This is an optimization exercise on Yosys and OpenROAD, whose aim is small area, not a production implementation.
Function was checked by simulation only, so behaviour that the tests miss may differ from the original.
The flow treats the clock pin as an ideal source. Dropping or thinning the clock tree relies on that and would not hold on a real chip.
No activity file was given, so power comes from the tool's default toggle rates.

==> inputs of branch ember <==
==> flow/design.v <==
module cardinal_nic(
  input             clk,
  input             reset,
  input [1:0]       addr,
  input [63:0]      d_in,
  input             nicEn,
  input             nicWrEn,
  input             net_ro,
  input             net_polarity,
  input             net_si,
  input [63:0]      net_di,
  output reg        net_ri,
  output reg        net_so,
  output [63:0]     net_do,
  output reg [63:0] d_out
);
reg        out_stat;
reg [63:0] out_buf;
reg        ib_valid;
reg [63:0] in_buf;
wire send = out_stat & net_ro & (net_polarity == out_buf[63]);
wire wr_ob = nicEn & nicWrEn & (addr == 2'b10);
wire rd_ib = nicEn & ~nicWrEn & (addr == 2'b00);
wire recv = net_ri & net_si;
assign net_do = out_buf;
always @(posedge clk) begin
  if (wr_ob & ~send)
    out_buf <= d_in;
end
always @(posedge clk) begin
  if (reset) begin
    out_stat <= 1'b0;
    net_so   <= 1'b0;
  end else begin
    net_so   <= send;
    out_stat <= send ? 1'b0 : (wr_ob | out_stat);
  end
end
always @(posedge clk) begin
  if (recv)
    in_buf <= net_di;
end
always @(posedge clk) begin
  if (reset) begin
    ib_valid <= 1'b0;
    net_ri   <= 1'b1;
  end else begin
    ib_valid <= ib_valid | recv;
    net_ri   <= rd_ib | (net_ri & ~net_si);
  end
end
wire sel_ib = (addr == 2'b00) & ib_valid;
always @(posedge clk) begin
  d_out[62:0] <= in_buf[62:0] & {63{sel_ib}};
  case (addr)
    2'b00: d_out[63] <= in_buf[63] & ib_valid;
    2'b01: d_out[63] <= ~net_ri;
    2'b10: d_out[63] <= 1'b0;
    2'b11: d_out[63] <= out_stat;
  endcase
end
endmodule
==> flow/flow/run.sh <==
#!/bin/bash
# Standard synthesis, then the standard layout with three changes: combinational
# cells start at their smallest size, the port buffers are buf_1, and the clock
# tree is a plain two-level buffer tree (flow/cts.tcl) instead of TritonCTS.
set -euo pipefail
bash standard.sh synth > synth.log 2>&1
export CTS_ROOT_CELL=${CTS_ROOT_CELL:-sky130_fd_sc_hd__clkbuf_16}
export CTS_LEAF_CELL=${CTS_LEAF_CELL:-sky130_fd_sc_hd__clkbuf_4}
export CTS_LEAVES=${CTS_LEAVES:-16}
export CTS_CLOCK_NET=clk
bash standard.sh BUFFER_PORTS_ARGS="-buffer_cell sky130_fd_sc_hd__buf_1" \
  PRE_FLOORPLAN_TCL="$PWD/flow/downsize.tcl" \
  PRE_CTS_TCL="$PWD/flow/cts.tcl" \
  finish > layout.log 2>&1
==> flow/flow/cts.tcl <==
# A two-level clock tree in place of TritonCTS: the register clock pins are
# split by recursive bisection of their placement into CTS_LEAVES groups of
# equal size; each group gets a leaf buffer at its centre, and one root buffer
# at the centre of the leaves drives them all from the clock port. Every
# register sees the same two buffers, so the tree is balanced by construction.
proc my_split {pts k axis} {
  # pts: list of {x y iterm}; returns a list of k groups
  if {$k <= 1} { return [list $pts] }
  set idx [expr {$axis == 0 ? 0 : 1}]
  set pts [lsort -real -index $idx $pts]
  set k1 [expr {$k / 2}]
  set n1 [expr {int(round(double([llength $pts]) * $k1 / $k))}]
  set a [lrange $pts 0 [expr {$n1 - 1}]]
  set b [lrange $pts $n1 end]
  set nax [expr {1 - $axis}]
  return [concat [my_split $a $k1 $nax] [my_split $b [expr {$k - $k1}] $nax]]
}

proc clock_tree_synthesis {args} {
  set db [ord::get_db]
  set block [ord::get_db_block]
  set leaf_master [$db findMaster $::env(CTS_LEAF_CELL)]
  set root_master [$db findMaster $::env(CTS_ROOT_CELL)]
  set k $::env(CTS_LEAVES)
  set clk [$block findNet $::env(CTS_CLOCK_NET)]
  set pts {}
  foreach it [$clk getITerms] {
    set inst [$it getInst]
    set bb [$inst getBBox]
    lappend pts [list [expr {([$bb xMin] + [$bb xMax]) / 2.0}] [expr {([$bb yMin] + [$bb yMax]) / 2.0}] $it]
  }
  set ext [$block getDieArea]
  set axis [expr {([$ext dx] >= [$ext dy]) ? 0 : 1}]
  set groups [my_split $pts $k $axis]
  set root [odb::dbInst_create $block $root_master clkbuf_root]
  set rnet [odb::dbNet_create $block clknet_root]
  $rnet setSigType CLOCK
  [$root findITerm A] connect $clk
  [$root findITerm X] connect $rnet
  set i 0
  set lx {}
  set ly {}
  foreach g $groups {
    set sx 0.0; set sy 0.0
    foreach p $g { set sx [expr {$sx + [lindex $p 0]}]; set sy [expr {$sy + [lindex $p 1]}] }
    set cx [expr {int($sx / [llength $g])}]
    set cy [expr {int($sy / [llength $g])}]
    set buf [odb::dbInst_create $block $leaf_master clkbuf_leaf_$i]
    set net [odb::dbNet_create $block clknet_leaf_$i]
    $net setSigType CLOCK
    [$buf findITerm A] connect $rnet
    [$buf findITerm X] connect $net
    foreach p $g {
      set it [lindex $p 2]
      $it disconnect
      $it connect $net
    }
    $buf setLocation [expr {$cx - [$leaf_master getWidth] / 2}] $cy
    $buf setPlacementStatus PLACED
    lappend lx $cx
    lappend ly $cy
    puts "cts: leaf $i drives [llength $g] registers at ($cx, $cy)"
    incr i
  }
  set sx 0.0; set sy 0.0
  foreach x $lx y $ly { set sx [expr {$sx + $x}]; set sy [expr {$sy + $y}] }
  $root setLocation [expr {int($sx / $k) - [$root_master getWidth] / 2}] [expr {int($sy / $k)}]
  $root setPlacementStatus PLACED
  puts "cts: root buffer and $k leaf buffers inserted"
}
==> flow/flow/downsize.tcl <==
# Run before floorplanning: give every combinational cell of the synthesized
# netlist its smallest drive strength. The flow's repair steps size up again
# wherever timing, slew or capacitance needs it. Registers keep their cells.
set db [ord::get_db]
set block [ord::get_db_block]
set dont_use [split $::env(DONT_USE_CELLS)]
set n 0
foreach inst [$block getInsts] {
  set m [[$inst getMaster] getName]
  if {![regexp {^(sky130_fd_sc_hd__.+)_([0-9]+)$} $m -> base sz]} { continue }
  if {[regexp {__(df|edf|sdf|dl|sdl|tap|fill|decap|conb|clk)} $base]} { continue }
  set best $m
  set bestw [[$inst getMaster] getWidth]
  foreach s {0 1 2 4} {
    set c ${base}_$s
    if {$c eq $m || [lsearch -exact $dont_use $c] >= 0} { continue }
    set mm [$db findMaster $c]
    if {$mm eq "NULL" || $mm eq ""} { continue }
    if {[$mm getWidth] < $bestw} { set best $c; set bestw [$mm getWidth] }
  }
  if {$best ne $m} {
    replace_cell [$inst getName] $best
    incr n
  }
}
puts "downsize: resized $n cells"
==> flow/standard.sh <==
#!/bin/bash
# synth_recipe.tcl (not shown) runs the flow's synth.tcl, then flattens the netlist and writes it again
# the make line also repeats each setting of config.mk as NAME=value (left out here)
make -C /OpenROAD-flow-scripts/flow DESIGN_CONFIG=/design/flow/config.mk WORK_HOME=/design/flow/orfs CLKGATE_MAP_FILE= SYNTH_SCRIPT=/design/flow/synth_recipe.tcl "${@:-finish}"
==> flow/config.mk <==
export PLATFORM = sky130hd
export DESIGN_NAME = cardinal_nic
export DESIGN_NICKNAME = cardinal_nic
export VERILOG_FILES = /design/flow/design.v
export SDC_FILE = /design/flow/constraint.sdc
export NUM_CORES = 4
export LEC_CHECK = 0
export CAP_MARGIN = 20
export CORE_MARGIN = 2
export CORE_UTILIZATION = 70
export SLEW_MARGIN = 20
==> flow/constraint.sdc <==
create_clock -name core_clock -period 3.0 [get_ports {clk}]
set_input_delay 0.6000 -clock core_clock [delete_from_list [all_inputs] [get_ports {clk}]]
set_output_delay 0.6000 -clock core_clock [all_outputs]
set_load 0.01 [all_outputs]
==> inputs of branch lagoon, as changes to branch ember <==
==> flow/flow/run.sh (replaced) <==
#!/bin/bash
# Standard synthesis, then the standard layout with three changes: combinational
# cells start at their smallest size, the port buffers are buf_1, and the clock
# tree uses clkbuf_8 without dummy loads.
set -euo pipefail
bash standard.sh synth > synth.log 2>&1
bash standard.sh BUFFER_PORTS_ARGS="-buffer_cell sky130_fd_sc_hd__buf_1" \
  PRE_FLOORPLAN_TCL="$PWD/flow/downsize.tcl" \
  CTS_ARGS="-sink_clustering_enable -repair_clock_nets -dont_use_dummy_load -buf_list sky130_fd_sc_hd__clkbuf_8" \
  RECOVER_POWER=100 finish > layout.log 2>&1
removed: flow/flow/cts.tcl
==> inputs of branch tundra, as changes to branch ember <==
--- a/flow/flow/run.sh
+++ b/flow/flow/run.sh
@@ -5,6 +5,6 @@
 set -euo pipefail
 bash standard.sh synth > synth.log 2>&1
-export CTS_ROOT_CELL=${CTS_ROOT_CELL:-sky130_fd_sc_hd__clkbuf_16}
-export CTS_LEAF_CELL=${CTS_LEAF_CELL:-sky130_fd_sc_hd__clkbuf_4}
+export CTS_ROOT_CELL=${CTS_ROOT_CELL:-sky130_fd_sc_hd__inv_8}
+export CTS_LEAF_CELL=${CTS_LEAF_CELL:-sky130_fd_sc_hd__inv_4}
 export CTS_LEAVES=${CTS_LEAVES:-16}
 export CTS_CLOCK_NET=clk
--- a/flow/flow/cts.tcl
+++ b/flow/flow/cts.tcl
@@ -3,5 +3,5 @@
 # equal size; each group gets a leaf buffer at its centre, and one root buffer
 # at the centre of the leaves drives them all from the clock port. Every
-# register sees the same two buffers, so the tree is balanced by construction.
+# register sees the same two cells (two buffers, or two inverters), so the tree is balanced by construction.
 proc my_split {pts k axis} {
   # pts: list of {x y iterm}; returns a list of k groups
@@ -15,4 +15,13 @@
   set nax [expr {1 - $axis}]
   return [concat [my_split $a $k1 $nax] [my_split $b [expr {$k - $k1}] $nax]]
+}
+
+proc my_pin {inst out} {
+  foreach it [$inst getITerms] {
+    if {[$it getSigType] ne "SIGNAL"} { continue }
+    if {$out && [$it isOutputSignal]} { return $it }
+    if {!$out && [$it isInputSignal]} { return $it }
+  }
+  error "cts: no [expr {$out ? {output} : {input}}] pin on [$inst getName]"
 }
 
@@ -36,6 +45,6 @@
   set rnet [odb::dbNet_create $block clknet_root]
   $rnet setSigType CLOCK
-  [$root findITerm A] connect $clk
-  [$root findITerm X] connect $rnet
+  [my_pin $root 0] connect $clk
+  [my_pin $root 1] connect $rnet
   set i 0
   set lx {}
@@ -49,6 +58,6 @@
     set net [odb::dbNet_create $block clknet_leaf_$i]
     $net setSigType CLOCK
-    [$buf findITerm A] connect $rnet
-    [$buf findITerm X] connect $net
+    [my_pin $buf 0] connect $rnet
+    [my_pin $buf 1] connect $net
     foreach p $g {
       set it [lindex $p 2]
==> inputs of branch xenon, as changes to branch ember <==
==> flow/flow/run.sh (replaced) <==
#!/bin/bash
# Standard synthesis and layout with smaller port buffers and a lighter clock tree.
set -euo pipefail
bash standard.sh synth > synth.log 2>&1
bash standard.sh BUFFER_PORTS_ARGS="-buffer_cell sky130_fd_sc_hd__buf_1" \
  CTS_ARGS="-sink_clustering_enable -repair_clock_nets -dont_use_dummy_load -buf_list sky130_fd_sc_hd__clkbuf_8" finish > layout.log 2>&1
--- a/flow/config.mk
+++ b/flow/config.mk
@@ -8,4 +8,4 @@
 export CAP_MARGIN = 20
 export CORE_MARGIN = 2
-export CORE_UTILIZATION = 70
+export CORE_UTILIZATION = 40
 export SLEW_MARGIN = 20
removed: flow/flow/cts.tcl
removed: flow/flow/downsize.tcl
==> notes <==
- Branch lagoon completed, yet does not pass: max-capacitance violations, max-slew violations. Branch ember finished with timing, DRC and antenna clean. Branch tundra finished clean. Branch xenon ran to the end with no violations.
- Clock power: branch tundra is lower than branch lagoon (about 25%).
- Of branch xenon and branch ember, branch xenon has the higher register-to-register slack (gap 40 ps).
- In die area, branch ember and branch lagoon do not differ.
- Of branch tundra and branch lagoon, branch lagoon has the higher first-iteration DRC count (gap about 27%, measured against branch lagoon).
- Against branch lagoon, the total power of branch ember is smaller by about 5.4%.
- The highest clock skew belongs to branch lagoon, the lowest to branch tundra.
==> figures <==
| quantity | branch lagoon | branch ember | branch tundra | branch xenon |
|---|---|---|---|---|
| Share of the cycle needed by the critical path after routing | 69.9% | 52.5% | 57.1% | 53.8% |
| Number of pins with negative max-slew slack in the final report | 65 | 0 | 0 | 0 |
| Req. time, crit path | 3010 ps | 2400 ps | 2900 ps | 2400 ps |
| Vias per cell | 5.11 | 5.03 | 5.02 | 4.35 |
| Final setup skew | 32.9 ps | 11.6 ps | 11.3 ps | 22.5 ps |
| Reg2reg setup slack | 900 ps | 1470 ps | 1460 ps | 1510 ps |
| Number of global-route vias before repair | 3379 | 3184 | 3192 | 3228 |
| Run status | finished with violations | no timing/DRC/antenna violations | no timing/DRC/antenna violations | no timing/DRC/antenna violations |
| Layout check failures | max-capacitance violations, max-slew violations | - | - | - |
| Root buffer cell | sky130_fd_sc_hd__clkbuf_8 | - | - | sky130_fd_sc_hd__clkbuf_8 |
| Non-Filler Instances | 668 | 668 | 668 | 747 |
| Cell internal power dissipation | 3.55 mW | 3.35 mW | 3.15 mW | 3.55 mW |
| Seq pwr share | 68.1% | 71.9% | 73.3% | 67.5% |
| Worst slack at placement | 1070 ps | 1070 ps | 1070 ps | 1060 ps |
| Total number of vias | 3413 | 3359 | 3351 | 3247 |
In branch ember and branch tundra the design's own scripts or RTL, not TritonCTS, make the clock network.

## what the ideal ports hide
In the flow no input, the clock included, has a driving cell. The finished layouts below were timed again as built, in two steps.
Step 1 assumes that a clkbuf_16 drives the clock port and a buf_2 every other input.
Step 2 adds t to the input delays and takes it off the output delays; t is the mean of the earliest and latest rising clock arrival at the registers after step 1. Input paths then give back, and output paths get back, about the clock's delay inside the block.
a / b / c = ideal ports / drivers / drivers and shift; a / b = the first two.
run	t (ns)	slack for setup (ns)	hold slack, ns	worst setup path at the end	worst register clock-pin slew, ns
branch ember	0.408	1.425 / 1.387 / 1.030	0.380 / 0.368 / 0.453	input to register	0.12 / 0.12
branch lagoon	0.450	0.904 / 0.904 / 0.548	0.324 / 0.325 / 0.441	input to register	0.10 / 0.10
branch tundra	0.274	1.287 / 1.288 / 1.014	0.451 / 0.451 / 0.451	input to register	0.11 / 0.11
branch xenon	0.467	1.387 / 1.354 / 1.032	0.311 / 0.302 / 0.433	input to register	0.10 / 0.10
For branch ember, which loses most, drivers alone change the setup slack by -0.038 ns; drivers and shift together by -0.395 ns.
